Background: an optimization exercise with open tools, aiming at small area, a short achievable clock period and few clock cycles per item. Do not read the settings as production practice. Only simulation tests tie the RTL to the original design; equivalence was not proved. Power and IR drop assume default switching activity.

File: design/flow/run.sh
#!/bin/bash
# synth_recipe.tcl (not shown) runs the flow's synth.tcl, then flattens the netlist and writes it again
# the make line also repeats each setting of config.mk as NAME=value (left out here)
make -C /OpenROAD-flow-scripts/flow DESIGN_CONFIG=/design/flow/config.mk WORK_HOME=/design/flow/orfs CLKGATE_MAP_FILE= SYNTH_SCRIPT=/design/flow/synth_recipe.tcl finish
File: design/flow/constraint.sdc
create_clock -name core_clock -period 12.5 [get_ports {clk}]
set_input_delay 2.5000 -clock core_clock [delete_from_list [all_inputs] [get_ports {clk}]]
set_output_delay 2.5000 -clock core_clock [all_outputs]
set_load 0.01 [all_outputs]
File: design/flow/design.v
module regn (
    input         clk,
    input         we,
    input  [4:0]  waddr,
    input  [31:0] wdata,
    input  [4:0]  raddr1,
    input  [4:0]  raddr2,
    output [31:0] rdata1,
    output [31:0] rdata2
);
    wire [31:0] wsel;
    dec5to32 wdec(.data_in(waddr), .data_out(wsel));
    reg [31:0] r [1:31];
    integer k;
    always @(posedge clk)
        for (k = 1; k < 32; k = k + 1)
            if (we && wsel[k]) r[k] <= wdata;
    assign rdata1 = (raddr1 == 5'd0) ? 32'd0 : r[raddr1];
    assign rdata2 = (raddr2 == 5'd0) ? 32'd0 : r[raddr2];
endmodule
module alu (
    input  [2:0]  f3,
    input         alt,       
    input         cmp,       
    input  [31:0] a,
    input  [31:0] b,
    output reg [31:0] result,
    output        taken
);
    wire        sub = alt | cmp;
    wire [32:0] sum = {1'b0, a} + {1'b0, b ^ {32{sub}}} + {32'd0, sub};
    wire        ltu = ~sum[32];
    wire        lt  = (a[31] ^ b[31]) ? a[31] : sum[31];
    wire        eq  = (a == b);
    wire t = f3[2] ? (f3[1] ? ltu : lt) : eq;
    assign taken = t ^ f3[0];
    wire        left = (f3 == 3'd1);
    wire [31:0] a_rev;
    genvar i;
    generate for (i = 0; i < 32; i = i + 1) begin : rev_in
        assign a_rev[i] = a[31 - i];
    end endgenerate
    wire [31:0] sh_in = left ? a_rev : a;
    wire signed [32:0] sh_x = {alt & a[31], sh_in};
    wire signed [32:0] sh_o = sh_x >>> b[4:0];
    wire [31:0] sh_l;
    generate for (i = 0; i < 32; i = i + 1) begin : rev_out
        assign sh_l[i] = sh_o[31 - i];
    end endgenerate
    always @(*) begin
        case (f3)
            3'd0: result = sum[31:0];
            3'd1: result = sh_l;
            3'd2: result = {31'd0, lt};
            3'd3: result = {31'd0, ltu};
            3'd4: result = a ^ b;
            3'd5: result = sh_o[31:0];
            3'd6: result = a | b;
            default: result = a & b;
        endcase
    end
endmodule
module dec5to32(
    input [4:0] data_in,
    output [31:0] data_out
);
assign data_out = 32'd1 << data_in;
endmodule
module LoadStoreUnit (
    input  [31:0] rdata,
    input  [1:0]  off,
    input  [2:0]  funct3,
    output reg [31:0] data_out
);
    wire [7:0]  lb = off[1] ? (off[0] ? rdata[31:24] : rdata[23:16])
                            : (off[0] ? rdata[15:8]  : rdata[7:0]);
    wire [15:0] lh = off[1] ? rdata[31:16] : rdata[15:0];
    always @(*) begin
        case (funct3[1:0])
            2'b00:   data_out = {{24{lb[7]  & ~funct3[2]}}, lb};
            2'b01:   data_out = {{16{lh[15] & ~funct3[2]}}, lh};
            default: data_out = rdata;
        endcase
    end
endmodule
module StoreLanes (
    input  [1:0]  off,
    input  [2:0]  funct3,
    input  [31:0] data_in,
    output reg [3:0]  be,
    output reg [31:0] wdata
);
    always @(*) begin
        case (funct3[1:0])
            2'b00: begin
                be    = 4'b0001 << off;
                wdata = {4{data_in[7:0]}};
            end
            2'b01: begin
                be    = off[1] ? 4'b1100 : 4'b0011;
                wdata = {2{data_in[15:0]}};
            end
            default: begin
                be    = 4'b1111;
                wdata = data_in;
            end
        endcase
    end
endmodule
module RISC_V_Processor_V0(
    input [31:0] command,
    input clk, reset,
    output [31:0] imem_addr,
    output dmem_req,
    output dmem_we,
    output [29:0] dmem_addr,
    output [3:0] dmem_be,
    output [31:0] dmem_wdata,
    input [31:0] dmem_rdata);
    reg  [29:0] pc_f;               
    reg         v_d;
    reg  [31:0] ir_d;
    reg  [29:0] pc_d;
    reg         v_e;
    reg  [31:0] a_e, b_e, x_e;      
    reg  [2:0]  f3_e;
    reg  [2:0]  f3_st_e;            
    reg         alt_e;              
    reg         cmp_e;              
    reg         br_e, pred_e, jalr_e, link_e, ld_e, st_e, wr_e;
    reg  [4:0]  rd_e;
    reg         m_req, m_we;
    reg  [29:0] m_addr;
    reg  [3:0]  m_be;
    reg  [31:0] m_wdata;
    reg         ld_wait, ld_wb;     
    reg  [4:0]  ld_rd;
    reg  [2:0]  ld_f3;
    reg  [1:0]  ld_off;
    assign imem_addr  = {pc_f, 2'b00};
    assign dmem_req   = m_req;
    assign dmem_we    = m_we;
    assign dmem_addr  = m_addr;
    assign dmem_be    = m_be;
    assign dmem_wdata = m_wdata;
    wire [31:0] alu_res;
    wire        alu_taken;
    wire [31:0] ld_val;
    LoadStoreUnit lsu_ld(.rdata(dmem_rdata), .off(ld_off), .funct3(ld_f3), .data_out(ld_val));
    wire        wb_en  = ld_wb ? (ld_rd != 5'd0) : (v_e & wr_e);
    wire [4:0]  wb_rd  = ld_wb ? ld_rd : rd_e;
    wire [31:0] wb_val = ld_wb ? ld_val : (link_e ? x_e : alu_res);
    wire [4:0] rs1 = ir_d[19:15];
    wire [4:0] rs2 = ir_d[24:20];
    wire [31:0] rf_a, rf_b;
    regn RF(.clk(clk), .we(wb_en), .waddr(wb_rd), .wdata(wb_val),
            .raddr1(rs1), .raddr2(rs2), .rdata1(rf_a), .rdata2(rf_b));
    wire [31:0] a_val = (wb_en && wb_rd == rs1) ? wb_val : rf_a;
    wire [31:0] b_val = (wb_en && wb_rd == rs2) ? wb_val : rf_b;
    wire [4:0] opc = ir_d[6:2];
    wire [2:0] f3  = ir_d[14:12];
    wire is_lui   = opc == 5'b01101;
    wire is_auipc = opc == 5'b00101;
    wire is_jal   = opc == 5'b11011;
    wire is_jalr  = opc == 5'b11001;
    wire is_br    = opc == 5'b11000;
    wire is_ld    = opc == 5'b00000;
    wire is_st    = opc == 5'b01000;
    wire is_opi   = opc == 5'b00100;
    wire is_op    = opc == 5'b01100;
    wire [31:0] imm_i = {{21{ir_d[31]}}, ir_d[30:20]};
    wire [31:0] imm_s = {{21{ir_d[31]}}, ir_d[30:25], ir_d[11:7]};
    wire [31:0] imm_b = {{20{ir_d[31]}}, ir_d[7], ir_d[30:25], ir_d[11:8], 1'b0};
    wire [31:0] imm_u = {ir_d[31:12], 12'b0};
    wire [31:0] imm_j = {{12{ir_d[31]}}, ir_d[19:12], ir_d[20], ir_d[30:21], 1'b0};
    wire [29:0] tgt_d = pc_d + (is_jal ? imm_j[31:2] : imm_b[31:2]);
    wire        pred_d = is_br & ir_d[31];             
    wire        redir_d = v_d & (is_jal | pred_d);
    wire [31:0] a_next = is_lui ? 32'd0 : is_auipc ? {pc_d, 2'b00} : a_val;
    wire [31:0] b_next = (is_op | is_br) ? b_val :
                         is_st ? imm_s :
                         (is_lui | is_auipc) ? imm_u : imm_i;
    wire [31:0] x_next = is_st ? b_val :
                         (is_jal | is_jalr | pred_d) ? {pc_f, 2'b00} : {tgt_d, 2'b00};
    alu ALU(.f3(f3_e), .alt(alt_e), .cmp(cmp_e), .a(a_e), .b(b_e),
            .result(alu_res), .taken(alu_taken));
    wire        mispred = v_e & br_e & (alu_taken ^ pred_e);
    wire        redir_e = mispred | (v_e & jalr_e);
    wire [29:0] tgt_e   = jalr_e ? alu_res[31:2] : x_e[31:2];
    wire stall = (v_e & ld_e) | ld_wait;
    wire [3:0]  st_be;
    wire [31:0] st_data;
    StoreLanes lsu_st(.off(alu_res[1:0]), .funct3(f3_st_e), .data_in(x_e), .be(st_be), .wdata(st_data));
    always @(posedge clk) begin
        if (reset) begin
            pc_f    <= 30'd0;
            v_d     <= 1'b0;
            v_e     <= 1'b0;
            m_req   <= 1'b0;
            ld_wait <= 1'b0;
            ld_wb   <= 1'b0;
        end else begin
            ld_wait <= v_e & ld_e;
            ld_wb   <= ld_wait;
            m_req   <= v_e & (ld_e | st_e);
            if (redir_e) begin
                pc_f <= tgt_e;
                v_d  <= 1'b0;
                v_e  <= 1'b0;
            end else if (stall) begin
                v_e  <= 1'b0;
            end else begin
                v_e <= v_d;
                if (redir_d) begin
                    pc_f <= tgt_d;
                    v_d  <= 1'b0;
                end else begin
                    pc_f <= pc_f + 30'd1;
                    v_d  <= 1'b1;
                end
            end
        end
    end
    always @(posedge clk) begin
        if (!stall && !redir_e) begin
            ir_d <= command;
            pc_d <= pc_f;
            a_e  <= a_next;
            b_e  <= b_next;
            x_e  <= x_next;
            f3_e <= (is_op | is_opi | is_br) ? f3 : 3'd0;
            f3_st_e <= f3;
            alt_e <= (is_op & ir_d[30] & (f3 == 3'd0 || f3 == 3'd5)) | (is_opi & ir_d[30] & f3 == 3'd5);
            cmp_e <= ((is_op | is_opi) & (f3 == 3'd2 || f3 == 3'd3)) | is_br;
            br_e   <= is_br;
            pred_e <= pred_d;
            jalr_e <= is_jalr;
            link_e <= is_jal | is_jalr;
            ld_e   <= is_ld;
            st_e   <= is_st;
            wr_e   <= (is_op | is_opi | is_lui | is_auipc | is_jal | is_jalr) & (ir_d[11:7] != 5'd0);
            rd_e   <= ir_d[11:7];
        end
        if (v_e & (ld_e | st_e)) begin
            m_we    <= st_e;
            m_addr  <= alu_res[31:2];
            m_be    <= st_be;
            m_wdata <= st_data;
        end
        if (v_e & ld_e) begin
            ld_rd  <= rd_e;
            ld_f3  <= f3_st_e;
            ld_off <= alu_res[1:0];
        end
    end
endmodule
File: design/flow/config.mk
export PLATFORM = sky130hd
export DESIGN_NAME = RISC_V_Processor_V0
export DESIGN_NICKNAME = RISC_V_Processor_V0
export VERILOG_FILES = /design/flow/design.v
export SDC_FILE = /design/flow/constraint.sdc
export NUM_CORES = 4
export LEC_CHECK = 0
export CAP_MARGIN = 30
export CORE_MARGIN = 2
export CORE_UTILIZATION = 30
export SETUP_SLACK_MARGIN = 0.3
export SLEW_MARGIN = 30
==> results of run 1 <==
[cells in the final DEF, fill, tap and decap left out, types with 36 or more instances in the layout]
master           count
edfxtp_1          1245
a22oi_1            545
a21oi_1            367
nand2_1            365
nor2_1             229
buf_4              217
o21ai_0            181
a221oi_1           175
clkdlybuf4s50_1    161
a22o_1             159
nand4_1            147
clkbuf_16          145
ha_1               127
nand3_1            116
nor3_1             104
inv_1               98
nor2_4              96
mux2i_1             95
a21o_1              70
a222oi_1            66
xnor2_1             64
mux2_2              64
a211oi_1            54
a31oi_1             47
mux4_2              37
nor4_1              36
[cell families after synthesis]
kind of cell | after synthesis | share of synthesized area [%]
simple gates | 1345 | 9.952
buf+inv | 514 | 3.031
xor+xnor | 81 | 1.082
flops | 1280 | 58.09
compound gates | 1961 | 21.52
mux | 197 | 3.836
other cells | 1 | 0.005720
fa+ha+maj | 129 | 2.485
[metal layers]
layer | part of all wire [%] | vias up | wire length [um]
li1 | - | 22591 | -
met5 | 0.13 | - | 447
met3 | 16 | 1620 | 54170
met1 | 34 | 28376 | 112600
met2 | 41 | 6032 | 136000
met4 | 8.7 | 22 | 28800
[final cells by class]
cell class	count	area, um2	share of cell area (%)
Inverter	106	397.9	0.5200
Clock buffer	163	3716	4.856
Sequential cell	1280	38090	49.78
Tap cell	2854	3571	4.667
Antenna cell	13	32.53	0.04251
Multi-Input combinational cell	3715	26440	34.55
Clock inverter	92	913.4	1.194
Timing Repair Buffer	384	3362	4.394
[state kept, by name, summed over array words and instances, names as in the netlist, 32 cells and up]
register,count
a_e,32
x_e,32
RF.r,992
m_wdata,32
b_e,32
[power groups by stage]
| stage | Sequential [W] | Clock [W] | Combinational [W] |
|---|---|---|---|
| 3_3_place_gp | 0.00672 | 0 | 0.00536 |
| 4_1_cts | 0.00662 | 0.00424 | 0.00546 |
| 6_report | 0.00664 | 0.00425 | 0.00576 |
| 5_1_grt | 0.00663 | 0.00442 | 0.00595 |
| 3_5_place_dp | 0.00671 | 0 | 0.00545 |
| 2_1_floorplan | 0.00649 | 0 | 0.00294 |
[cell usage after synthesis, types with 28 or more instances]
cell         n
o211ai_1    33
mux2_2      64
a21o_1      73
and3_1      37
a21oi_1    369
a22o_1     159
buf_1       41
inv_1      103
a22oi_1    545
xnor2_1     64
nand4_1    147
nor4_1      45
a31oi_1     47
dfxtp_1     35
a211oi_1    54
nor3_1     115
ha_1       127
mux4_2      37
edfxtp_1  1245
nor2b_1     28
clkbuf_1   342
o21ai_0    187
a221oi_1   176
or3_1       28
nand2_1    365
a222oi_1    66
and2_1      31
nor2_1     331
o21a_1      38
nand3_1    116
mux2i_1     96
[worst max-delay path: cells and delay by family, from the launching register on]
family / cells / cell delay [ns]
AO/OA/AOI/OAI: 5 / 1.57
XOR/XNOR: 1 / 0.13
adder cells (fa/ha/maj): 1 / 0.41
buffers and inverters: 4 / 1.82
flip-flops: 1 / 0.56
AND/OR/NAND/NOR: 5 / 1.42
[through the flow]
stage / instances / area [um2] / hold slack (ns)
finish: 8607 / 76520 / 0.4520
global route: 8599 / 76500 / 0.4753
CTS: 8591 / 76340 / 0.4502
detailed placement: 8336 / 71710 / 0.4376
global placement: 8334 / 71660 / 0.4086
floorplan: 5509 / 65570 / 0.4003
[how the worst min path moves through the flow]
stage	slack, ns	start	depth (start not counted)	to
6_report	0.45	rd_e[0]	0	ld_rd[0]
3_5_place_dp	0.44	f3_st_e[2]	0	ld_f3[2]
2_1_floorplan	0.40	f3_st_e[2]	0	ld_f3[2]
5_1_grt	0.48	rd_e[0]	0	ld_rd[0]
3_3_place_gp	0.41	f3_st_e[2]	0	ld_f3[2]
4_1_cts	0.45	f3_st_e[2]	0	ld_f3[2]
==> results.tsv, run 1 <==
metric	value	unit
drt-initial-drc-count	11724	
synthTopCellsByArea	edfxtp_1, a22oi_1, a21oi_1	
startpoint_type	register	
cts_tree	done	
hold_class	reg2reg	
syn_inst	5508	
grt_max_degree	125	
critical_path.endpoint	a_e[2]	
grt_util_met2	41.48	%
cts_resized	0	
maxSlewViolCount	0	
grt-ovfl-total	0	
synth-warning-count	38	
p_leak	25.50	nW
grt_pass1_vias	54509	
cts_made_buffers	140	
syn_area	65560	um2
dr_total_vias	58641	
antenna_found_initial	22	
r2r_cells	16	
ys_ff_latch	1280	
rows	171	
avgRoutedWirePerCell	38.58	um
ys_types	89	
ctsRootBufferMaster	clkbuf_16	
ios	166	
ys.flop_type	edfxtp_1	
crit_top_cell	buf_4	
status	no timing/DRC/antenna violations	
hold_viol	0	
worst_clock_skew	0.05166	ns
worstMarginPinSlew	1.319	ns
grt_setup_unrepaired	no	
cp.required	12.89	ns
drv_cap	0	
postCtsHoldBufs	0	
path_clk_slew	0.06	ns
p_comb_share	34.6	%
synth_top_area_share	57.02	%
postCtsSetupRepairBufs	0	
vias_per_cell	6.813	
dieArea	222300	um2
worst_slack	5.867	ns
crit_fanout	124	
seq_area_frac_synth	58.09	%
grtUsageMet3	11.12	%
place_hpwl	202100	um
startpoint	alt_e	
cpMaxStageDelayCell	buf_4	
max-clock-path-buffers	3	
grtUsageMet1	35.20	%
coreArea	217200	um2
drc	0	
drt_pass1_iterations	12	
power_density	217.5	nW/um2
switching_power	0.006459	W
final_core_util	35.24	%
die_w	471.5	um
grt_pass1_wl	448800	um
slew_headroom	11.24	%
finalSetupTns	0	ns
clock-sinks	1280	
rr_endpoint	a_e[2]	
r2r-start	alt_e	
criticalPathCategory	reg2reg	
layout-drive-gt1-share	12.56	%
initial_core_util	30.19	%
grt.total_usage	28.64	%
gp_congestion	1.002	
fin_crit_sh	53.06	%
synth_enable_flop_cells	1245	
critPathCaptureType	register	
portBuffers	161	
setup_viol	0	
htree_levels	4	
async_flop_share	0	%
total_power	0.01664	W
power_frac_clock	25.5	%
peakVddDrop	160.0	uV
post-place-ws	5.967	ns
worstPathArrival	7.02	ns
rrSetupSlack	5.87	ns
routed_wl	332000	um
clk_latency	0.81	ns
path_cells	nor2_4 > buf_4 > xnor2_1 > ha_1 > a21oi_1 > o21ai_0 > a211o_1 > a22o_1 > or4b_1 > and4_4 > and3_4 > o41a_1 > buf_4 > nor2_4 > buf_4 > buf_12	
syn_to_final_growth	16.71	%
final_nets	5822	
fillers	21070	
ant_nets	0	
pwr-share-seq	39.9	%
busiest_layer	met2	
finalCriticalPeriod	6.633	ns
cpPeakStageDelay	0.57	ns
max_freq	150.8	MHz
p_int	0.01018	W
synth_largest_area_cell	edfxtp_1	
synth.avg_cell_area	11.90	um2
fp.dieH	471.5	um
switching_share	38.81	%
Testbench counts, summed over its fixed seeds: cycles 38,411, instrs 26,400.
==> run 2, diff against run 1 <==
--- a/design/flow/design.v
+++ b/design/flow/design.v
@@ -187,7 +187,12 @@
     wire        mispred = v_e & br_e & (alu_taken ^ pred_e);
     wire        redir_e = mispred | (v_e & jalr_e);
     wire [29:0] tgt_e   = jalr_e ? alu_res[31:2] : x_e[31:2];
-    wire stall = (v_e & ld_e) | ld_wait;
+    wire use1   = ~(is_lui | is_auipc | is_jal);
+    wire use2   = is_op | is_br | is_st;
+    wire wr_d   = is_op | is_opi | is_lui | is_auipc | is_jal | is_jalr;
+    wire dep_ld = (rd_e != 5'd0) & ((use1 & (rs1 == rd_e)) | (use2 & (rs2 == rd_e)) |
+                                    (wr_d & (ir_d[11:7] == rd_e)));
+    wire stall  = (v_e & ld_e & v_d & (is_ld | dep_ld)) | ld_wait;
     wire [3:0]  st_be;
     wire [31:0] st_data;
     StoreLanes lsu_st(.off(alu_res[1:0]), .funct3(f3_st_e), .data_in(x_e), .be(st_be), .wdata(st_data));
@@ -222,9 +227,13 @@
         end
     end
     always @(posedge clk) begin
-        if (!stall && !redir_e) begin
+        if (!stall) begin
             ir_d <= command;
             pc_d <= pc_f;
+        end
+    end
+    always @(posedge clk) begin
+        begin
             a_e  <= a_next;
             b_e  <= b_next;
             x_e  <= x_next;
@@ -238,10 +247,10 @@
             link_e <= is_jal | is_jalr;
             ld_e   <= is_ld;
             st_e   <= is_st;
-            wr_e   <= (is_op | is_opi | is_lui | is_auipc | is_jal | is_jalr) & (ir_d[11:7] != 5'd0);
+            wr_e   <= wr_d & (ir_d[11:7] != 5'd0);
             rd_e   <= ir_d[11:7];
         end
-        if (v_e & (ld_e | st_e)) begin
+        begin
             m_we    <= st_e;
             m_addr  <= alu_res[31:2];
             m_be    <= st_be;
--- a/design/flow/config.mk
+++ b/design/flow/config.mk
@@ -7,6 +7,7 @@
 export LEC_CHECK = 0
 export CAP_MARGIN = 30
 export CORE_MARGIN = 2
-export CORE_UTILIZATION = 30
+export CORE_UTILIZATION = 55
+export CTS_CLUSTER_SIZE = 30
 export SETUP_SLACK_MARGIN = 0.3
 export SLEW_MARGIN = 30
==> run 2 against run 1 <==
Effect of this change:
- hold slack worse by 0.078 ns
- clock-buffer cell count grew 14
- routed wire length down 8.4%
- sequential power shrank 18%
- largest power group unchanged
- design area shrank 6.6%
- clock skew is 0.023 ns lower
- sequential cell count unchanged
==> results.tsv, run 2 <==
metric	value	unit	change
status	no timing/DRC/antenna violations		unchanged
total_power	0.01217	W	was 0.01664 W
ant_nets	0		unchanged
crit_buf_inv	2		was 4
peakVddDrop	148.6	uV	was 160.0 uV
seq_area_frac_synth	58.02	%	was 58.09%
synth_common_cells	edfxtp_1, nor2_1, a22oi_1		was edfxtp_1, a22oi_1, a21oi_1
hold_viol	0		unchanged
synthTopCellsByArea	edfxtp_1, dfxtp_1, a22oi_1		was edfxtp_1, a22oi_1, a21oi_1
drv_cap	0		unchanged
worstPathArrival	6.71	ns	was 7.02 ns
postCtsHoldBufs	0		unchanged
max-clock-path-buffers	3		unchanged
path_clk_slew	0.06	ns	about the same
synth_top_area_share	51.04	%	was 57.02%
vias_per_cell	8.085		was 6.813
cpPeakStageDelay	0.94	ns	was 0.57 ns
ctsRootBufferMaster	clkbuf_16		unchanged
grt_setup_unrepaired	no		unchanged
synth-compound-area-share	22.03	%	was 21.52%
worstMarginPinSlew	1.209	ns	was 1.319 ns
fin_area	71470	um2	was 76520 um2
startpoint_type	register		unchanged
cts_made_buffers	135		was 140
antenna_found_initial	24		was 22
dr_total_vias	56632		was 58.64k
worst_slack	5.996	ns	was 5.867 ns
synth-adder-area-share	2.607	%	was 2.485%
slew_headroom	18.75	%	was 11.24%
cpMaxStageDelayCell	clkinv_1		was buf_4
path_cells	nor2_4 > buf_4 > xnor2_1 > ha_1 > nand2_1 > o31ai_1 > a22oi_1 > o221ai_1 > a211o_1 > a31oi_1 > o2111ai_1 > nand3b_1 > mux2_2 > a21oi_1 > clkinv_1		was nor2_4 > buf_4 > xnor2_1 > ha_1 > a21oi_1 > o21ai_0 > a211o_1 > a22o_1 > or4b_1 > and4_4 > and3_4 > o41a_1 > buf_4 > nor2_4 > buf_4 > buf_12
initial_core_util	55.47	%	was 30.19%
setup_viol	0		unchanged
portBuffers	161		unchanged
die_w	341.1	um	was 471.5 um
avgRoutedWirePerCell	43.42	um	was 38.58 um
cts_tree	done		unchanged
switching_power	0.003791	W	was 0.006459 W
largest_register_ffs	992		unchanged
layout-drive-gt1-share	11.83	%	was 12.56%
ios	166		unchanged
grt_pass1_wl	411300	um	was 448800 um
drt-initial-drc-count	12148		was 11.72k
critPathCaptureType	register		unchanged
dieArea	116300	um2	was 222300 um2
fin_crit_sh	52.03	%	was 53.06%
power_density	170.2	nW/um2	was 217.5 nW/um2
grt_max_degree	73		was 125
synth_enable_flop_cells	1062		was 1245
grt.total_usage	51.01	%	was 28.64%
p_leak	24.25	nW	was 25.50 nW
synth_top_family_by_area	compound AO/OA/AOI/OAI gates		unchanged
synth_largest_area_cell	edfxtp_1		unchanged
final_cell_mix	edfxtp_1, a22oi_1, a21oi_1		unchanged
coreArea	112700	um2	was 217200 um2
criticalPathCategory	reg2reg		unchanged
synth.avg_cell_area	11.82	um2	was 11.90 um2
finalSetupTns	0	ns	unchanged
worst_clock_skew	0.02861	ns	was 0.05166 ns
synthXorXnorAreaFrac	1.682	%	was 1.082%
synth-warning-count	38		unchanged
synth-simple-area-share	9.257	%	was 9.952%
async_flop_share	0	%	unchanged
place_area	66770	um2	was 71710 um2
syn_inst	5285		was 5508
finalCriticalPeriod	6.504	ns	was 6.633 ns
synth_mux_area_share	3.272	%	was 3.836%
gp_congestion	1.038		was 1.002
drt_pass1_iterations	17		was 12
routed_wl	304200	um	was 332000 um
syn_area	62480	um2	was 65560 um2
fillers	8782		was 21.07k
hold_class	reg2reg		unchanged
post-place-ws	6.455	ns	was 5.967 ns
pwr-share-seq	44.6	%	was 39.9%
grt_pass1_vias	51346		was 54.51k
clk_latency	0.78	ns	was 0.81 ns
postCtsSetupRepairBufs	0		unchanged
place_hpwl	181500	um	was 202100 um
p_int	0.008375	W	was 0.01018 W
final_common_cell	edfxtp_1		unchanged
cp.required	12.71	ns	was 12.89 ns
syn_to_final_growth	14.38	%	was 16.71%
clock-sinks	1280		unchanged
ys_types	85		was 89
crit_fanout	31		was 124
cts_resized	0		unchanged
rows	123		was 171
power_frac_clock	34.6	%	was 25.5%
final_nets	5579		was 5822
grt-ovfl-total	0		unchanged
htree_levels	4		unchanged
seq_area	36260	um2	was 38090 um2
multi_input_area	25180	um2	was 26440 um2
maxSlewViolCount	0		unchanged
synth.most_common_cell	edfxtp_1		unchanged
cp_top_family	compound AO/OA/AOI/OAI gates		was buffers and inverters
max_freq	153.8	MHz	was 150.8 MHz
fp.dieH	341.1	um	was 471.5 um
drc	0		unchanged
top_register	RF.r		unchanged
switching_share	31.16	%	was 38.81%
p_comb_share	20.8	%	was 34.6%
ys_ff_latch	1280		unchanged
ys.flop_type	edfxtp_1		unchanged
## run 2: per-layer routing
metal  track usage, %  vias to the layer above  share of wire [%]
li1                 -                    21612                  -
met4            37.44                       28                 10
met2            70.94                     6377                 40
met5            1.307                        -               0.14
met1            62.76                    26803                 32
met3            22.38                     1812                 18
## run 2: through the flow
step / util [%] / hold WS, ns / cells
after global placement: 59.17 / 0.3756 / 6742
after global routing: 63.42 / 0.3766 / 6996
after CTS: 63.31 / 0.3789 / 6994
after detailed placement: 59.27 / 0.3711 / 6745
after floorplan: - / 0.3317 / 5286
final: 63.44 / 0.3735 / 7005
## run 2: logic make-up (layout without fill, tap and decap cells)
family,count (synthesis),count (layout)
multiplexers,155,155
XOR/XNOR,120,120
AND/OR/NAND/NOR,1221,1221
other,1,11
buffers and inverters,507,717
flip-flops,1280,1280
AO/OA/AOI/OAI,1872,1872
adder cells (fa/ha/maj),129,129
## run 2: final cells by class
type	count	share of cell area [%]
Clock inverter	72	1.294
Sequential cell	1280	50.73
Timing Repair Buffer	353	4.412
Tap cell	1500	2.626
Multi-Input combinational cell	3499	35.22
Clock buffer	177	5.077
Antenna cell	9	0.03151
Inverter	115	0.6040
## run 2: power by group through the flow
stage / combinational, W / clock [W] / sequential [W]
global placement: 0.00235 / 0 / 0.00551
detailed placement: 0.00237 / 0 / 0.00551
CTS: 0.00238 / 0.00418 / 0.00542
global route: 0.00259 / 0.00434 / 0.00543
floorplan: 0.00119 / 0 / 0.00544
finish: 0.00253 / 0.00420 / 0.00543
## run 2: worst reg2reg max path, cell delays in order, from the launching register on
cell and delay, ns:
dfxtp_1 0.44, nor2_4 0.15, buf_4 0.48, xnor2_1 0.15
ha_1 0.37, nand2_1 0.07, o31ai_1 0.56, a22oi_1 0.34
o221ai_1 0.55, a211o_1 0.34, a31oi_1 0.16, o2111ai_1 0.22
nand3b_1 0.27, mux2_2 0.35, a21oi_1 0.53, clkinv_1 0.94
## run 2: worst paths after layout
check             slack (ns)  cells after the start  startpoint           end
hold / removal          0.37                      0        st_e          m_we
setup / recovery        6.00                     15       alt_e  RF.r[19][27]
hold reg to reg         0.37                      0        st_e          m_we
setup reg to reg        6.00                     15       alt_e  RF.r[19][27]
Testbench counts of run 2, summed over its fixed seeds: cycles 36,060, instrs 26,400.
==> run 3, diff against run 2 <==
--- a/design/flow/design.v
+++ b/design/flow/design.v
@@ -21,17 +21,18 @@
 module alu (
     input  [2:0]  f3,
     input         alt,       
-    input         cmp,       
+    input         sub,       
     input  [31:0] a,
     input  [31:0] b,
+    output [31:0] sum,
     output reg [31:0] result,
     output        taken
 );
-    wire        sub = alt | cmp;
-    wire [32:0] sum = {1'b0, a} + {1'b0, b ^ {32{sub}}} + {32'd0, sub};
-    wire        ltu = ~sum[32];
-    wire        lt  = (a[31] ^ b[31]) ? a[31] : sum[31];
-    wire        eq  = (a == b);
+    wire [32:0] s   = {1'b0, a} + {1'b0, b} + {32'd0, sub};
+    assign sum = s[31:0];
+    wire        ltu = ~s[32];
+    wire        lt  = (a[31] ^ b[31]) ? s[31] : a[31];    
+    wire        eq  = &(a ^ b);                           
     wire t = f3[2] ? (f3[1] ? ltu : lt) : eq;
     assign taken = t ^ f3[0];
     wire        left = (f3 == 3'd1);
@@ -49,7 +50,7 @@
     end endgenerate
     always @(*) begin
         case (f3)
-            3'd0: result = sum[31:0];
+            3'd0: result = sum;
             3'd1: result = sh_l;
             3'd2: result = {31'd0, lt};
             3'd3: result = {31'd0, ltu};
@@ -126,7 +127,7 @@
     reg  [2:0]  f3_e;
     reg  [2:0]  f3_st_e;            
     reg         alt_e;              
-    reg         cmp_e;              
+    reg         sub_e;              
     reg         br_e, pred_e, jalr_e, link_e, ld_e, st_e, wr_e;
     reg  [4:0]  rd_e;
     reg         m_req, m_we;
@@ -155,8 +156,6 @@
     wire [31:0] rf_a, rf_b;
     regn RF(.clk(clk), .we(wb_en), .waddr(wb_rd), .wdata(wb_val),
             .raddr1(rs1), .raddr2(rs2), .rdata1(rf_a), .rdata2(rf_b));
-    wire [31:0] a_val = (wb_en && wb_rd == rs1) ? wb_val : rf_a;
-    wire [31:0] b_val = (wb_en && wb_rd == rs2) ? wb_val : rf_b;
     wire [4:0] opc = ir_d[6:2];
     wire [2:0] f3  = ir_d[14:12];
     wire is_lui   = opc == 5'b01101;
@@ -168,6 +167,8 @@
     wire is_st    = opc == 5'b01000;
     wire is_opi   = opc == 5'b00100;
     wire is_op    = opc == 5'b01100;
+    wire use1     = ~(is_lui | is_auipc | is_jal);    
+    wire use2     = is_op | is_br | is_st;            
     wire [31:0] imm_i = {{21{ir_d[31]}}, ir_d[30:20]};
     wire [31:0] imm_s = {{21{ir_d[31]}}, ir_d[30:25], ir_d[11:7]};
     wire [31:0] imm_b = {{20{ir_d[31]}}, ir_d[7], ir_d[30:25], ir_d[11:8], 1'b0};
@@ -176,26 +177,32 @@
     wire [29:0] tgt_d = pc_d + (is_jal ? imm_j[31:2] : imm_b[31:2]);
     wire        pred_d = is_br & ir_d[31];             
     wire        redir_d = v_d & (is_jal | pred_d);
-    wire [31:0] a_next = is_lui ? 32'd0 : is_auipc ? {pc_d, 2'b00} : a_val;
-    wire [31:0] b_next = (is_op | is_br) ? b_val :
-                         is_st ? imm_s :
-                         (is_lui | is_auipc) ? imm_u : imm_i;
-    wire [31:0] x_next = is_st ? b_val :
+    wire cmp_d = ((is_op | is_opi) & (f3 == 3'd2 || f3 == 3'd3)) | is_br;
+    wire sub_d = (is_op & ir_d[30] & (f3 == 3'd0)) | cmp_d;
+    wire rr2   = is_op | is_br;                        
+    wire fwd_a = wb_en & (wb_rd == rs1) & use1;
+    wire fwd_b = wb_en & (wb_rd == rs2) & rr2;
+    wire fwd_x = wb_en & (wb_rd == rs2) & is_st;
+    wire [31:0] a_reg  = is_lui ? 32'd0 : is_auipc ? {pc_d, 2'b00} : rf_a;
+    wire [31:0] b_reg  = rr2 ? rf_b : is_st ? imm_s : (is_lui | is_auipc) ? imm_u : imm_i;
+    wire [31:0] x_reg  = is_st ? rf_b :
                          (is_jal | is_jalr | pred_d) ? {pc_f, 2'b00} : {tgt_d, 2'b00};
-    alu ALU(.f3(f3_e), .alt(alt_e), .cmp(cmp_e), .a(a_e), .b(b_e),
-            .result(alu_res), .taken(alu_taken));
+    wire [31:0] a_next = fwd_a ? wb_val : a_reg;
+    wire [31:0] b_next = (fwd_b ? wb_val : b_reg) ^ {32{sub_d}};
+    wire [31:0] x_next = fwd_x ? wb_val : x_reg;
+    wire [31:0] alu_sum;
+    alu ALU(.f3(f3_e), .alt(alt_e), .sub(sub_e), .a(a_e), .b(b_e),
+            .sum(alu_sum), .result(alu_res), .taken(alu_taken));
     wire        mispred = v_e & br_e & (alu_taken ^ pred_e);
     wire        redir_e = mispred | (v_e & jalr_e);
-    wire [29:0] tgt_e   = jalr_e ? alu_res[31:2] : x_e[31:2];
-    wire use1   = ~(is_lui | is_auipc | is_jal);
-    wire use2   = is_op | is_br | is_st;
+    wire [29:0] tgt_e   = jalr_e ? alu_sum[31:2] : x_e[31:2];
     wire wr_d   = is_op | is_opi | is_lui | is_auipc | is_jal | is_jalr;
     wire dep_ld = (rd_e != 5'd0) & ((use1 & (rs1 == rd_e)) | (use2 & (rs2 == rd_e)) |
                                     (wr_d & (ir_d[11:7] == rd_e)));
     wire stall  = (v_e & ld_e & v_d & (is_ld | dep_ld)) | ld_wait;
     wire [3:0]  st_be;
     wire [31:0] st_data;
-    StoreLanes lsu_st(.off(alu_res[1:0]), .funct3(f3_st_e), .data_in(x_e), .be(st_be), .wdata(st_data));
+    StoreLanes lsu_st(.off(alu_sum[1:0]), .funct3(f3_st_e), .data_in(x_e), .be(st_be), .wdata(st_data));
     always @(posedge clk) begin
         if (reset) begin
             pc_f    <= 30'd0;
@@ -239,8 +246,8 @@
             x_e  <= x_next;
             f3_e <= (is_op | is_opi | is_br) ? f3 : 3'd0;
             f3_st_e <= f3;
-            alt_e <= (is_op & ir_d[30] & (f3 == 3'd0 || f3 == 3'd5)) | (is_opi & ir_d[30] & f3 == 3'd5);
-            cmp_e <= ((is_op | is_opi) & (f3 == 3'd2 || f3 == 3'd3)) | is_br;
+            alt_e <= (is_op | is_opi) & ir_d[30] & (f3 == 3'd5);
+            sub_e <= sub_d;
             br_e   <= is_br;
             pred_e <= pred_d;
             jalr_e <= is_jalr;
@@ -252,14 +259,14 @@
         end
         begin
             m_we    <= st_e;
-            m_addr  <= alu_res[31:2];
+            m_addr  <= alu_sum[31:2];
             m_be    <= st_be;
             m_wdata <= st_data;
         end
         if (v_e & ld_e) begin
             ld_rd  <= rd_e;
             ld_f3  <= f3_st_e;
-            ld_off <= alu_res[1:0];
-        end
-    end
-endmodule
+            ld_off <= alu_sum[1:0];
+        end
+    end
+endmodule
==> design/flow/flow/run.sh (new file) <==
#!/bin/bash
set -euo pipefail
bash standard.sh SETUP_SLACK_MARGIN=8.5 finish > flow_make.log 2>&1
==> design/flow/standard.sh (new file) <==
#!/bin/bash
# synth_recipe.tcl (not shown) runs the flow's synth.tcl, then flattens the netlist and writes it again
# the make line also repeats each setting of config.mk as NAME=value (left out here)
make -C /OpenROAD-flow-scripts/flow DESIGN_CONFIG=/design/flow/config.mk WORK_HOME=/design/flow/orfs CLKGATE_MAP_FILE= SYNTH_SCRIPT=/design/flow/synth_recipe.tcl "${@:-finish}"
removed: design/flow/run.sh
==> run 3 against run 2 <==
Effect of this change:
- maximum frequency rose by 55%
- highest routed layer unchanged
- critical endpoint is now a_e[2]
- worst setup slack improved by 2.3 ns
- non-clock buffer count rose by 227
- power rose by 8.6%
==> results.tsv, run 3 <==
metric	value	unit	change
status	no timing/DRC/antenna violations		unchanged
grt_setup_unrepaired	yes		was no
worstMarginPinSlew	1.172	ns	was 1.209 ns
syn_inst	5411		was 5285
critPathCaptureType	register		unchanged
p_leak	26.30	nW	was 24.25 nW
ys_types	93		was 85
ant_nets	0		unchanged
final_cell_mix	edfxtp_1, a22oi_1, a21oi_1		unchanged
syn_area	62890	um2	was 62480 um2
synth_enable_flop_cells	1062		unchanged
startpoint_type	register		unchanged
cp.required	13.11	ns	was 12.71 ns
dr_total_vias	61396		was 56.63k
gp_congestion	1.046		was 1.038
switching_share	33.34	%	was 31.16%
worst_slack	8.298	ns	was 5.996 ns
finalSetupTns	0	ns	unchanged
postCtsHoldBufs	0		unchanged
total_power	0.01322	W	was 0.01217 W
initial_core_util	55.23	%	was 55.47%
cts_tree	done		unchanged
ys_ff_latch	1280		unchanged
crit_fanout	20		was 31
power_frac_clock	31.6	%	was 34.6%
top_register	RF.r		unchanged
synthTopCellsByArea	edfxtp_1, dfxtp_1, a22oi_1		unchanged
crit_buf_inv	1		was 2
setup_viol	0		unchanged
routed_wl	341700	um	was 304200 um
clock-sinks	1280		unchanged
grt_pass1_vias	55668		was 51.35k
grt.total_usage	56.69	%	was 51.01%
pwr-share-seq	40.9	%	was 44.6%
max_freq	238.0	MHz	was 153.8 MHz
synth_largest_area_cell	edfxtp_1		unchanged
power_density	171.8	nW/um2	was 170.2 nW/um2
maxSlewViolCount	0		unchanged
vias_per_cell	8.331		was 8.085
grt-ovfl-total	0		unchanged
grt_pass1_wl	454000	um	was 411300 um
worstPathArrival	4.82	ns	was 6.71 ns
fin_crit_sh	33.62	%	was 52.03%
drc	0		unchanged
cp_top_family	simple AND/OR/NAND/NOR gates		was compound AO/OA/AOI/OAI gates
drt_pass1_iterations	15		was 17
path_clk_slew	0.07	ns	was 0.06 ns
fin_cells	7370		was 7005
synth_top_area_share	50.71	%	was 51.04%
slew_headroom	21.87	%	was 18.75%
finalCriticalPeriod	4.202	ns	was 6.504 ns
synth_common_cells	edfxtp_1, a22oi_1, a21oi_1		was edfxtp_1, nor2_1, a22oi_1
worst_clock_skew	0.03567	ns	was 0.02861 ns
ios	166		unchanged
path_cells	nand2b_2 > nor2_4 > buf_4 > a221oi_1 > nand4_1 > nor3_2 > nor2_1 > a21oi_1 > o21ai_1		was nor2_4 > buf_4 > xnor2_1 > ha_1 > nand2_1 > o31ai_1 > a22oi_1 > o221ai_1 > a211o_1 > a31oi_1 > o2111ai_1 > nand3b_1 > mux2_2 > a21oi_1 > clkinv_1
drt-initial-drc-count	14006		was 12.15k
seq_area_frac_synth	57.65	%	was 58.02%
peakVddDrop	160.3	uV	was 148.6 uV
fillers	8572		was 8782
coreArea	113900	um2	was 112700 um2
synth.avg_cell_area	11.62	um2	was 11.82 um2
cpMaxStageDelayCell	nor2_4		was clkinv_1
antenna_found_initial	20		was 24
ctsRootBufferMaster	clkbuf_16		unchanged
rows	124		was 123
avgRoutedWirePerCell	46.36	um	was 43.42 um
portBuffers	161		unchanged
layout-drive-gt1-share	21.53	%	was 11.83%
hold_viol	0		unchanged
final_common_cell	edfxtp_1		unchanged
fp.dieH	342.2	um	was 341.1 um
switching_power	0.004406	W	was 0.003791 W
final_nets	5892		was 5579
ys.flop_type	edfxtp_1		unchanged
largest_register_ffs	992		unchanged
criticalPathCategory	reg2reg		unchanged
cts_made_buffers	133		was 135
place_inst	6848		was 6745
syn_to_final_growth	22.35	%	was 14.38%
drv_cap	0		unchanged
synth.most_common_cell	edfxtp_1		unchanged
cpPeakStageDelay	0.87	ns	was 0.94 ns
grt_max_degree	54		was 73
p_int	0.008810	W	was 0.008375 W
max-clock-path-buffers	3		unchanged
place_hpwl	194300	um	was 181500 um
hold_class	reg2reg		unchanged
post-place-ws	6.685	ns	was 6.455 ns
async_flop_share	0	%	unchanged
die_w	342.2	um	was 341.1 um
synth-warning-count	38		unchanged
clk_latency	0.81	ns	was 0.78 ns
p_comb_share	27.5	%	was 20.8%
dieArea	117100	um2	was 116300 um2
htree_levels	4		unchanged
==> run 3: changes by cell type after synthesis, sizes merged, moves of 23 or more <==
cell / change
a221oi: -102
nand3: -26
mux2i: +36
a211oi: +55
a31oi: -24
ha: -33
a22oi: +208
o221ai: -23
a22o: -101
a21oi: +85
==> run 3: metrics by stage <==
step	cell area (um2)	hold WS, ns	util (%)
2_1_floorplan	63360	0.3317	-
3_3_place_gp	67290	0.3687	59.09
3_5_place_dp	67350	0.3658	59.15
4_1_cts	75440	0.3745	66.24
5_1_grt	76910	0.3831	67.54
6_report	76950	0.3761	67.57
==> run 3: kinds of logic after synthesis <==
group,count (synthesis),share of synthesized area [%]
xor+xnor,115,1.601
mux,187,3.913
flops,1280,57.65
other cells,1,0.005963
buf+inv,541,3.344
simple gates,1255,9.667
compound gates,1935,21.86
fa+ha+maj,97,1.966
==> run 3: routing by layer <==
metal,global-route usage [%],wire length (um)
met4,49.08,40770
met1,64.35,103800
met5,8.946,1388
met3,30.25,63330
met2,76.59,132400
==> run 3: area by class of cell <==
| class | count | area, um2 | area share [%] |
|---|---|---|---|
| Tap cell | 1512 | 1892 | 2.459 |
| Timing Repair inverter | 11 | 78.83 | 0.1024 |
| Timing Repair Buffer | 580 | 5673 | 7.372 |
| Sequential cell | 1280 | 36450 | 47.36 |
| Clock buffer | 168 | 3646 | 4.738 |
| Antenna cell | 20 | 50.05 | 0.06504 |
| Multi-Input combinational cell | 3602 | 27720 | 36.02 |
| Inverter | 121 | 555.5 | 0.7220 |
| Clock inverter | 76 | 887.1 | 1.153 |
==> run 3: worst paths after layout <==
kind,startpoint,endpoint,slack (ns),cells after the start
max,ir_d[18],a_e[2],8.30,9
min,st_e,m_we,0.38,0
max reg2reg,ir_d[18],a_e[2],8.30,9
min reg2reg,st_e,m_we,0.38,0
==> run 3: power by group through the flow <==
stage | Combinational [W] | Clock [W] | Sequential, W
floorplan | 0.00125 | 0 | 0.00542
detailed placement | 0.00243 | 0 | 0.00551
global route | 0.00360 | 0.00429 | 0.00540
global placement | 0.00240 | 0 | 0.00551
finish | 0.00363 | 0.00417 | 0.00541
CTS | 0.00318 | 0.00412 | 0.00540
==> run 3: what timing repair did <==
| action | in CTS | in global routing |
|---|---|---|
| gates cloned | 34 | 4 |
| endpoints found under the setup margin | 1251 | 956 |
| buffers inserted | 158 | 60 |
| pin swaps | 93 | 70 |
| gates resized for setup | 521 | 202 |
Testbench counts of run 3, summed over its fixed seeds: cycles 36,060, instrs 26,400.
==> run 4, diff against run 3 <==
--- a/design/flow/design.v
+++ b/design/flow/design.v
@@ -128,7 +128,7 @@
     reg  [2:0]  f3_st_e;            
     reg         alt_e;              
     reg         sub_e;              
-    reg         br_e, pred_e, jalr_e, link_e, ld_e, st_e, wr_e;
+    reg         br_e, jalr_e, link_e, ld_e, st_e, wr_e;
     reg  [4:0]  rd_e;
     reg         m_req, m_we;
     reg  [29:0] m_addr;
@@ -175,8 +175,7 @@
     wire [31:0] imm_u = {ir_d[31:12], 12'b0};
     wire [31:0] imm_j = {{12{ir_d[31]}}, ir_d[19:12], ir_d[20], ir_d[30:21], 1'b0};
     wire [29:0] tgt_d = pc_d + (is_jal ? imm_j[31:2] : imm_b[31:2]);
-    wire        pred_d = is_br & ir_d[31];             
-    wire        redir_d = v_d & (is_jal | pred_d);
+    wire        redir_d = v_d & is_jal;                
     wire cmp_d = ((is_op | is_opi) & (f3 == 3'd2 || f3 == 3'd3)) | is_br;
     wire sub_d = (is_op & ir_d[30] & (f3 == 3'd0)) | cmp_d;
     wire rr2   = is_op | is_br;                        
@@ -186,14 +185,14 @@
     wire [31:0] a_reg  = is_lui ? 32'd0 : is_auipc ? {pc_d, 2'b00} : rf_a;
     wire [31:0] b_reg  = rr2 ? rf_b : is_st ? imm_s : (is_lui | is_auipc) ? imm_u : imm_i;
     wire [31:0] x_reg  = is_st ? rf_b :
-                         (is_jal | is_jalr | pred_d) ? {pc_f, 2'b00} : {tgt_d, 2'b00};
+                         (is_jal | is_jalr) ? {pc_f, 2'b00} : {tgt_d, 2'b00};
     wire [31:0] a_next = fwd_a ? wb_val : a_reg;
     wire [31:0] b_next = (fwd_b ? wb_val : b_reg) ^ {32{sub_d}};
     wire [31:0] x_next = fwd_x ? wb_val : x_reg;
     wire [31:0] alu_sum;
     alu ALU(.f3(f3_e), .alt(alt_e), .sub(sub_e), .a(a_e), .b(b_e),
             .sum(alu_sum), .result(alu_res), .taken(alu_taken));
-    wire        mispred = v_e & br_e & (alu_taken ^ pred_e);
+    wire        mispred = v_e & br_e & alu_taken;
     wire        redir_e = mispred | (v_e & jalr_e);
     wire [29:0] tgt_e   = jalr_e ? alu_sum[31:2] : x_e[31:2];
     wire wr_d   = is_op | is_opi | is_lui | is_auipc | is_jal | is_jalr;
@@ -249,7 +248,6 @@
             alt_e <= (is_op | is_opi) & ir_d[30] & (f3 == 3'd5);
             sub_e <= sub_d;
             br_e   <= is_br;
-            pred_e <= pred_d;
             jalr_e <= is_jalr;
             link_e <= is_jal | is_jalr;
             ld_e   <= is_ld;
--- a/design/flow/config.mk
+++ b/design/flow/config.mk
@@ -7,7 +7,5 @@
 export LEC_CHECK = 0
 export CAP_MARGIN = 30
 export CORE_MARGIN = 2
-export CORE_UTILIZATION = 55
-export CTS_CLUSTER_SIZE = 30
-export SETUP_SLACK_MARGIN = 0.3
+export CORE_UTILIZATION = 45
 export SLEW_MARGIN = 30
==> run 4 against run 3 <==
Effect of this change:
- combinational power barely moved
- final cell count rose by 3.3%
- design area grew 0.86%
- synthesized cell count is 1.0% lower
- sequential share of layout area shrank 0.48 points
- die area up 21%
- still clean on timing, DRC and antenna
- clock skew grew 0.028 ns
- power down 0.53%
- non-clock buffer count rose by 5
- highest routed layer unchanged
- first-iteration DRC count fell by 7.9%
- critical path type unchanged
- worst setup slack worse by 0.16 ns
- hold slack got worse by 0.023 ns
==> results.tsv, run 4 <==
metric	value	unit	change
status	no timing/DRC/antenna violations		unchanged
ys.flop_type	edfxtp_1		unchanged
ios	166		unchanged
pwr-share-seq	41.2	%	was 40.9%
critPathCaptureType	register		unchanged
coreArea	137800	um2	was 113900 um2
synth_enable_flop_cells	1062		unchanged
worstMarginPinSlew	1.383	ns	was 1.172 ns
final_nets	5865		was 5892
slew_headroom	7.075	%	was 21.87%
synth.most_common_cell	edfxtp_1		unchanged
avgRoutedWirePerCell	44.59	um	was 46.36 um
drt-initial-drc-count	12903		was 14.01k
startpoint_type	register		unchanged
seq_area_frac_synth	57.90	%	was 57.65%
hold_class	reg2reg		unchanged
setup_viol	0		unchanged
final_cell_mix	edfxtp_1, a22oi_1, a21oi_1		unchanged
dieArea	142100	um2	was 117100 um2
p_leak	26.49	nW	was 26.30 nW
dr_total_vias	59361		was 61.40k
cts_made_buffers	138		was 133
syn_inst	5357		was 5411
syn_area	62590	um2	was 62890 um2
peakVddDrop	147.4	uV	was 160.3 uV
finalSetupTns	0	ns	unchanged
routed_wl	339600	um	was 341700 um
maxSlewViolCount	0		unchanged
fin_crit_sh	34.87	%	was 33.62%
initial_core_util	45.41	%	was 55.23%
place_hpwl	195000	um	was 194300 um
synth_common_cells	edfxtp_1, a22oi_1, a21oi_1		unchanged
drv_cap	0		unchanged
ant_nets	0		unchanged
grt_setup_unrepaired	yes		unchanged
vias_per_cell	7.794		was 8.331
cp.required	13.15	ns	was 13.11 ns
grt_pass1_wl	446900	um	was 454000 um
finalCriticalPeriod	4.359	ns	was 4.202 ns
ys_types	93		unchanged
criticalPathCategory	reg2reg		unchanged
top_register	RF.r		unchanged
grt.total_usage	45.70	%	was 56.69%
synth.avg_cell_area	11.68	um2	was 11.62 um2
max-clock-path-buffers	3		unchanged
postCtsHoldBufs	0		unchanged
grt_pass1_vias	54283		was 55.67k
path_clk_slew	0.06	ns	was 0.07 ns
grt_max_degree	57		was 54
crit_fanout	20		unchanged
ctsRootBufferMaster	clkbuf_16		unchanged
ys_ff_latch	1279		was 1280
synth_largest_area_cell	edfxtp_1		unchanged
clk_latency	0.82	ns	was 0.81 ns
synth_top_area_share	50.95	%	was 50.71%
p_comb_share	27.5	%	about the same
max_freq	229.4	MHz	was 238.0 MHz
power_frac_clock	31.4	%	was 31.6%
power_density	169.4	nW/um2	was 171.8 nW/um2
cts_tree	done		unchanged
die_w	376.9	um	was 342.2 um
async_flop_share	0	%	unchanged
switching_power	0.004394	W	was 0.004406 W
hold_viol	0		unchanged
antenna_found_initial	12		was 20
syn_to_final_growth	24.01	%	was 22.35%
largest_register_ffs	992		unchanged
layout-drive-gt1-share	22.10	%	was 21.53%
drt_pass1_iterations	12		was 15
switching_share	33.43	%	was 33.34%
worstPathArrival	5.01	ns	was 4.82 ns
htree_levels	4		unchanged
fp.dieH	376.9	um	was 342.2 um
synth-warning-count	38		unchanged
holdWs	0.3527	ns	was 0.3761 ns
final_common_cell	edfxtp_1		unchanged
worst_clock_skew	0.06336	ns	was 0.03567 ns
portBuffers	161		unchanged
grt-ovfl-total	0		unchanged
p_int	0.008752	W	was 0.008810 W
clock-sinks	1279		was 1280
drc	0		unchanged
rows	136		was 124
synthTopCellsByArea	edfxtp_1, a22oi_1, dfxtp_1		was edfxtp_1, dfxtp_1, a22oi_1
gp_congestion	1.012		was 1.046
==> run 4: changes by cell type after synthesis, moves of 9 or more <==
cell      previous run  this run
nand2_1            297       315
a221oi_1           178       159
a22oi_1            547       596
o21ai_0            193       177
buf_1               52        43
a22o_1             161       141
a21oi_1            395       370
o211ai_1            21        35
nor3_1             126       116
mux2_2              34        55
o221ai_1            10        23
nand3_1            131       110
==> run 4: final timing paths <==
kind | start | to | slack, ns | depth (start not counted)
hold reg to reg | st_e | m_we | 0.35 | 0
setup reg to reg | ir_d[21] | x_e[9] | 8.14 | 12
setup / recovery | ir_d[21] | x_e[9] | 8.14 | 12
hold / removal | st_e | m_we | 0.35 | 0
==> run 4: worst max-delay path, stage by stage (launching register included) <==
cell      delay (ns)
edfxtp_1        0.33
buf_4           0.18
buf_4           0.23
nand3b_1        0.39
nor2_4          0.04
buf_4           0.27
buf_4           0.38
a222oi_1        0.41
nand3_1         0.11
nor3_1          0.83
a211oi_1        0.40
a211oi_1        0.50
a21oi_1         0.08
==> run 4: final cells by class <==
type / instances / area [um2]
Antenna cell: 13 / 32.53
Clock buffer: 174 / 3661
Clock inverter: 73 / 804.5
Fill cell: 11385 / 60220
Inverter: 123 / 544.3
Multi-Input combinational cell: 3565 / 27860
Sequential cell: 1279 / 36390
Tap cell: 1794 / 2245
Timing Repair Buffer: 585 / 6003
Timing Repair inverter: 10 / 77.57
==> run 4: what timing repair did <==
item / CTS / global route
setup endpoints to repair: 1282 / 646
gates cloned: 33 / 18
setup buffers: 114 / 89
pin swaps: 93 / 105
resized for setup: 486 / 266
hold endpoints to repair: 0 / 0
==> run 4: through the flow <==
stage	instances	setup WS, ns	utilization (%)	instance area [um2]	power [W]
after floorplan	5358	7.708	-	63200	0.006705
after detailed placement	7100	6.331	49.12	67710	0.007986
after global routing	7604	8.086	56.29	77580	0.01330
final	7616	8.141	56.31	77610	0.01315
after CTS	7494	8.264	54.52	75150	0.01251
after global placement	7095	6.352	49.04	67590	0.007931
==> run 4: cells by family (layout without fill, tap and decap cells) <==
kind of cell    Yosys count  after routing  share of synthesized area, %
compound gates         1912           1925                         21.85
flops                  1279           1279                         57.90
simple gates           1230           1232                         9.422
buf+inv                 529            965                         3.247
mux                     195            195                         4.008
xor+xnor                114            114                         1.595
fa+ha+maj                97             97                         1.975
other cells               1             15                      0.005992
==> run 4: power by group through the flow <==
stage / combinational [W] / sequential [W] / clock [W]
floorplan: 0.00128 / 0.00542 / 0
global route: 0.00362 / 0.00541 / 0.00427
global placement: 0.00243 / 0.00550 / 0
detailed placement: 0.00249 / 0.00550 / 0
finish: 0.00361 / 0.00541 / 0.00412
CTS: 0.00300 / 0.00540 / 0.00411
==> run 4: layer usage <==
metal  GRT usage, %  wire, um  up-vias
met1          53.56    109000    28497
met3          21.67     59380     2063
met5          1.475       369        -
met4          36.63     36500       16
li1               -         -    22255
met2          63.57    134400     6530
Testbench counts of run 4, summed over its fixed seeds: cycles 35,586, instrs 26,400.
==> run 5, diff against run 4 <==
--- a/design/flow/config.mk
+++ b/design/flow/config.mk
@@ -8,4 +8,5 @@
 export CAP_MARGIN = 30
 export CORE_MARGIN = 2
 export CORE_UTILIZATION = 45
+export CTS_BUF_LIST = sky130_fd_sc_hd__clkbuf_8
 export SLEW_MARGIN = 30
==> run 5 against run 4 <==
Effect of this change:
- combinational power shrank 9.7%
- worst setup slack gained 0.16 ns
- non-clock buffer count shrank 42
- power shrank 4.9%
- die area is the same
- design area shrank 2.1%
- critical endpoint is now a_e[9]
- largest cell class unchanged
- largest power group unchanged
- highest routed layer unchanged
==> results.tsv, run 5 <==
metric	value	unit	change
grt_max_degree	57		unchanged
drt-initial-drc-count	12202		was 12.90k
synth.avg_cell_area	11.68	um2	unchanged
final_common_cell	edfxtp_1		unchanged
power_frac_clock	30.7	%	was 31.4%
grt_pass1_wl	446800	um	was 446900 um
grt_pass1_vias	54671		was 54.28k
hold_class	reg2reg		unchanged
setup_viol	0		unchanged
fp.dieH	376.9	um	unchanged
synth_enable_flop_cells	1062		unchanged
worst_slack	8.300	ns	was 8.141 ns
slew_headroom	22.49	%	was 7.075%
path_clk_slew	0.07	ns	was 0.06 ns
r2r_cells	10		was 12
synth_top_area_share	50.95	%	unchanged
cts_tree	done		unchanged
gp_congestion	1.012		unchanged
dr_total_vias	59027		was 59.36k
switching_power	0.004263	W	was 0.004394 W
final_cell_mix	edfxtp_1, a22oi_1, a21oi_1		unchanged
rows	136		unchanged
min_delay_path_depth	0		unchanged
peakVddDrop	103.2	uV	was 147.4 uV
top_register	RF.r		unchanged
antenna_found_initial	15		was 12
worst_hold_path.endpoint	m_we		unchanged
layout-drive-gt1-share	23.82	%	was 22.10%
status	no timing/DRC/antenna violations		unchanged
drc	0		unchanged
critPathCaptureType	register		unchanged
max_freq	238.1	MHz	was 229.4 MHz
fin_cells	7701		was 7616
ctsRootBufferMaster	clkbuf_8		was clkbuf_16
grt.total_usage	45.67	%	was 45.70%
post-place-ws	6.331	ns	unchanged
drt_pass1_iterations	11		was 12
pwr-share-seq	43.3	%	was 41.2%
rr_endpoint	a_e[9]		was x_e[9]
drv_cap	0		unchanged
largest_register_ffs	992		unchanged
worstMarginPinSlew	1.163	ns	was 1.383 ns
fin_crit_sh	33.60	%	was 34.87%
htree_levels	4		unchanged
synth.most_common_cell	edfxtp_1		unchanged
clock-sinks	1279		unchanged
ys_ff_latch	1279		unchanged
vias_per_cell	7.665		was 7.794
postCtsHoldBufs	0		unchanged
crit_fanout	17		was 20
max-clock-path-buffers	3		unchanged
final_nets	5882		was 5865
hold_start	st_e		unchanged
worstPathArrival	4.99	ns	was 5.01 ns
die_w	376.9	um	unchanged
ys.flop_type	edfxtp_1		unchanged
criticalPathCategory	reg2reg		unchanged
fin_area	76020	um2	was 77610 um2
ios	166		unchanged
clk_latency	1.01	ns	was 0.82 ns
hold_viol	0		unchanged
ys_types	93		unchanged
syn_inst	5357		unchanged
cts_made_buffers	204		was 138
portBuffers	161		unchanged
rrSetupSlack	8.30	ns	was 8.14 ns
cp.required	13.29	ns	was 13.15 ns
place_hpwl	195000	um	unchanged
seq_area_frac_synth	57.90	%	unchanged
worst_clock_skew	0.08240	ns	was 0.06336 ns
p_comb_share	26.1	%	was 27.5%
coreArea	137800	um2	unchanged
syn_area	62590	um2	unchanged
startpoint_type	register		unchanged
avgRoutedWirePerCell	43.55	um	was 44.59 um
place_area	67710	um2	unchanged
synth-warning-count	38		unchanged
p_leak	26.06	nW	was 26.49 nW
synth_largest_area_cell	edfxtp_1		unchanged
dieArea	142100	um2	unchanged
finalCriticalPeriod	4.200	ns	was 4.359 ns
maxSlewViolCount	0		unchanged
synth_common_cells	edfxtp_1, a22oi_1, a21oi_1		unchanged
switching_share	34.10	%	was 33.43%
grt_setup_unrepaired	yes		unchanged
initial_core_util	45.41	%	unchanged
async_flop_share	0	%	unchanged
synthTopCellsByArea	edfxtp_1, a22oi_1, dfxtp_1		unchanged
power_density	164.5	nW/um2	was 169.4 nW/um2
place_inst	7100		unchanged
routed_wl	335400	um	was 339600 um
p_int	0.008238	W	was 0.008752 W
grt-ovfl-total	0		unchanged
finalSetupTns	0	ns	unchanged
r2r-start	ir_d[18]		was ir_d[21]
ant_nets	0		unchanged
syn_to_final_growth	21.46	%	was 24.01%
run 5: cell counts after synthesis:
No cell type changed its count.
run 5: power by group through the flow:
stage / clock network [W] / registers, W / logic, W
after floorplan: 0 / 0.00542 / 0.00128
after global placement: 0 / 0.00550 / 0.00243
after detailed placement: 0 / 0.00550 / 0.00249
after CTS: 0.00381 / 0.00539 / 0.00293
after global routing: 0.00399 / 0.00541 / 0.00329
final: 0.00383 / 0.00541 / 0.00326
run 5: timing repair:
item / 4_1_cts / 5_1_grt
pin swaps: 76 / 71
setup buffers: 123 / 50
cloned: 27 / 5
setup endpoints to repair: 1282 / 675
resized for setup: 749 / 191
run 5: worst max-delay path by stage:
stage	slack, ns	depth (start not counted)	to	start
after floorplan	7.71	9	b_e[21]	dmem_rdata[15]
after global placement	6.35	10	b_e[27]	dmem_rdata[15]
after detailed placement	6.33	10	b_e[27]	dmem_rdata[15]
after CTS	8.38	12	b_e[25]	a_e[17]
after global routing	8.16	19	x_e[24]	ir_d[4]
final	8.30	10	a_e[9]	ir_d[18]
run 5: cell type report:
cell class              instances  area (um2)
diodes                         14       35.03
clock buffers                 222        3055
clock inverters               158        1227
fillers                     11614       61810
inverters                     123       540.5
multi-input cells            3560       27540
flip-flops and latches       1279       36410
well taps                    1794        2245
repair buffers                543        4901
repair inverters                8       62.56
run 5: per-stage QoR:
stage	utilization [%]	total power [W]	hold WS [ns]
floorplan	-	0.006705	0.3317
global placement	49.04	0.007931	0.3367
detailed placement	49.12	0.007986	0.3464
CTS	54.01	0.01213	0.3566
global route	55.13	0.01269	0.3613
finish	55.15	0.01250	0.3519
run 5: cells by family after synthesis:
group | synth area share (%)
compound gates | 21.85
flops | 57.90
simple gates | 9.422
buf+inv | 3.247
mux | 4.008
xor+xnor | 1.595
fa+ha+maj | 1.975
other cells | 0.005992
run 5: routing by layer:
layer | up-vias | track usage [%] | part of all wire (%)
li1 | 22325 | - | -
met1 | 28221 | 53.84 | 32
met2 | 6488 | 63.95 | 40
met3 | 1979 | 21.16 | 17
met4 | 14 | 35.95 | 10
met5 | - | 0.5489 | 0.12
run 5: critical path: stages, from the launching register on:
cell,delay (ns)
edfxtp_1,0.73
nand2b_2,0.54
nor2_4,0.06
buf_4,0.31
buf_4,0.37
a221oi_1,0.40
nand4_1,0.13
nor3_1,0.86
nor2_1,0.18
a21oi_1,0.29
o22ai_1,0.13
==> run 6, diff against run 5 <==
--- a/design/flow/design.v
+++ b/design/flow/design.v
@@ -198,7 +198,8 @@
     wire wr_d   = is_op | is_opi | is_lui | is_auipc | is_jal | is_jalr;
     wire dep_ld = (rd_e != 5'd0) & ((use1 & (rs1 == rd_e)) | (use2 & (rs2 == rd_e)) |
                                     (wr_d & (ir_d[11:7] == rd_e)));
-    wire stall  = (v_e & ld_e & v_d & (is_ld | dep_ld)) | ld_wait;
+    wire dep_w  = (ld_rd != 5'd0) & ((use1 & (rs1 == ld_rd)) | (use2 & (rs2 == ld_rd)));
+    wire stall  = v_d & ((v_e & ld_e & (is_ld | dep_ld)) | (ld_wait & (wr_d | is_ld | dep_w)));
     wire [3:0]  st_be;
     wire [31:0] st_data;
     StoreLanes lsu_st(.off(alu_sum[1:0]), .funct3(f3_st_e), .data_in(x_e), .be(st_be), .wdata(st_data));
==> run 6 against run 5 <==
Effect of this change:
- clock-buffer cell count is 2 lower
- die area is 2.2% higher
- still clean on timing, DRC and antenna
- clock skew is 0.022 ns higher
- largest power group unchanged
- largest cell class unchanged
- via count is 4.5% higher
- sequential power hardly changed
- final cell count is 3.7% higher
- register-to-register slack hardly changed
- non-clock buffer count is 9 lower
- sequential cell count stayed put
- highest routed layer unchanged
==> results.tsv, run 6 <==
metric	value	unit	change
status	no timing/DRC/antenna violations		unchanged
final_cell_mix	edfxtp_1, a22oi_1, a21oi_1		unchanged
path_clk_slew	0.07	ns	about the same
final_common_cell	edfxtp_1		unchanged
avgRoutedWirePerCell	44.92	um	was 43.55 um
synth_top_family_by_area	compound AO/OA/AOI/OAI gates		unchanged
power_density	163.8	nW/um2	was 164.5 nW/um2
synth.avg_cell_area	11.48	um2	was 11.68 um2
hold_start	st_e		unchanged
max_freq	238.4	MHz	was 238.1 MHz
cts_tree	done		unchanged
vias_per_cell	7.722		was 7.665
antenna_found_initial	19		was 15
synth-warning-count	38		unchanged
synth_largest_area_cell	edfxtp_1		unchanged
cp.required	13.29	ns	about the same
htree_levels	4		unchanged
fin_crit_sh	33.55	%	was 33.60%
r2r_cells	10		unchanged
ys_types	101		was 93
ant_nets	0		unchanged
peakVddDrop	118.0	uV	was 103.2 uV
finalSetupTns	0	ns	unchanged
fin_area	76540	um2	was 76020 um2
r2r-start	ir_d[19]		was ir_d[18]
worst_clock_skew	0.1041	ns	was 0.08240 ns
critPathCaptureType	register		unchanged
p_leak	26.69	nW	was 26.06 nW
hold_viol	0		unchanged
place_hpwl	208400	um	was 195000 um
worstMarginPinSlew	1.174	ns	was 1.163 ns
min_delay_path_depth	0		unchanged
grt-ovfl-total	0		unchanged
rr_endpoint	a_e[2]		was a_e[9]
synth-simple-area-share	11.18	%	was 9.422%
postCtsHoldBufs	0		unchanged
finalCriticalPeriod	4.194	ns	was 4.200 ns
crit_fanout	17		unchanged
syn_to_final_growth	19.61	%	was 21.46%
grt_pass1_vias	56220		was 54.67k
rows	138		was 136
final_nets	6064		was 5882
synth-adder-area-share	1.932	%	was 1.975%
ctsRootBufferMaster	clkbuf_8		unchanged
ys.flop_type	edfxtp_1		unchanged
dr_total_vias	61693		was 59.03k
max-clock-path-buffers	3		unchanged
slew_headroom	21.13	%	was 22.49%
cts_made_buffers	207		was 204
drt-initial-drc-count	13545		was 12.20k
syn_inst	5575		was 5357
grt.total_usage	47.38	%	was 45.67%
fp.dieH	381.1	um	was 376.9 um
clock-sinks	1279		unchanged
synth.most_common_cell	edfxtp_1		unchanged
synth_enable_flop_cells	1062		unchanged
worstPathArrival	4.99	ns	about the same
layout-drive-gt1-share	21.49	%	was 23.82%
synthXorXnorAreaFrac	1.519	%	was 1.595%
seq_area_frac_synth	56.63	%	was 57.90%
clk_latency	0.99	ns	was 1.01 ns
maxSlewViolCount	0		unchanged
largest_register_ffs	992		unchanged
gp_congestion	1.048		was 1.012
portBuffers	161		unchanged
synthTopCellsByArea	edfxtp_1, dfxtp_1, a22oi_1		was edfxtp_1, a22oi_1, dfxtp_1
drt_pass1_iterations	14		was 11
grt_max_degree	59		was 57
top_register	RF.r		unchanged
synth_mux_area_share	3.627	%	was 4.008%
coreArea	141400	um2	was 137800 um2
==> run 6: cell types whose count changed in the layout (fill, tap and decap cells not counted), moves of 20 or more <==
cell      delta
a211oi_1    +34
a21oi_1     -20
a221oi_1    +24
a22oi_1     -79
and3_1      +56
nand3_1     +69
nor2_4      -24
nor2b_1     +24
nor3_1      +22
==> run 6: worst max path at each step <==
stage	startpoint	endpoint	depth (start not counted)
floorplan	dmem_rdata[31]	b_e[9]	9
detailed placement	b_e[4]	x_e[20]	14
global route	dmem_rdata[31]	b_e[9]	11
finish	ir_d[19]	a_e[2]	10
CTS	b_e[4]	b_e[20]	15
global placement	dmem_rdata[31]	b_e[14]	10
==> run 6: cell families (layout without fill, tap and decap cells) <==
group,Yosys count,count (layout)
AOI/OAI and AO/OA,1932,1940
xor gates and xnor gates,111,111
adders and majority gates,97,97
buffers and inverters,548,1034
DFF,1279,1279
muxes,170,170
other,1,24
and+or+nand+nor,1437,1444
==> run 6: cell type report <==
class	count	area (um2)
Sequential cell	1279	36400
Timing Repair inverter	3	22.52
Clock buffer	220	3028
Tap cell	1890	2365
Multi-Input combinational cell	3764	28280
Inverter	112	457.9
Antenna cell	22	55.05
Timing Repair Buffer	534	4737
Clock inverter	165	1199
Fill cell	12103	64870
==> run 6: timing repair <==
action | CTS | global route
gates cloned | 21 | 7
resized for setup | 728 | 180
setup buffers | 110 | 37
pin swaps | 44 | 46
setup endpoints to repair | 1259 | 849
==> run 6: stage by stage <==
stage	total power [W]	util [%]	setup slack [ns]	hold slack, ns	instances
final	0.01253	54.12	8.306	0.3530	7989
after global placement	0.008036	48.66	6.480	0.3487	7402
after global routing	0.01271	54.09	8.426	0.3561	7969
after CTS	0.01211	53.23	8.352	0.3525	7923
after detailed placement	0.008077	48.76	6.517	0.3535	7407
after floorplan	0.006728	-	7.985	0.3317	5576
==> run 6: worst max-delay path, cell delays in order, from the launching register on <==
cell      delay [ns]
edfxtp_1        0.52
nand2b_2        0.46
nor4b_2         0.34
buf_4           0.54
buf_4           0.57
a22oi_1         0.18
nand3_1         0.13
nor3_1          0.10
nor2_1          0.57
a21oi_1         0.26
o21ai_0         0.34
==> run 6: power by group <==
part | switching [W] | total, W | internal (W) | leakage, nW
Combinational | 0.00229 | 0.00334 | 0.00105 | 12.8
Sequential | 0.000184 | 0.00540 | 0.00522 | 11.5
Clock | 0.00185 | 0.00379 | 0.00194 | 2.34
Total | 0.00433 | 0.0125 | 0.00821 | 26.7
==> run 6: layer usage <==
layer	up-vias	track usage (%)	routed length, um
li1	23132	-	-
met1	29823	55.94	116000
met2	6697	66.40	143400
met3	2023	21.88	61320
met4	18	37.04	37600
met5	-	0.5291	496
Testbench counts of run 6, summed over its fixed seeds: cycles 34,779, instrs 26,400.

Check on run 6: ideal ports give 8.306 ns setup slack; a clkbuf_16 on the clock port and buf_2 on the inputs give 8.306 ns; moving port delays by the midpoint clock arrival (1.016 ns) as well gives 7.417 ns.
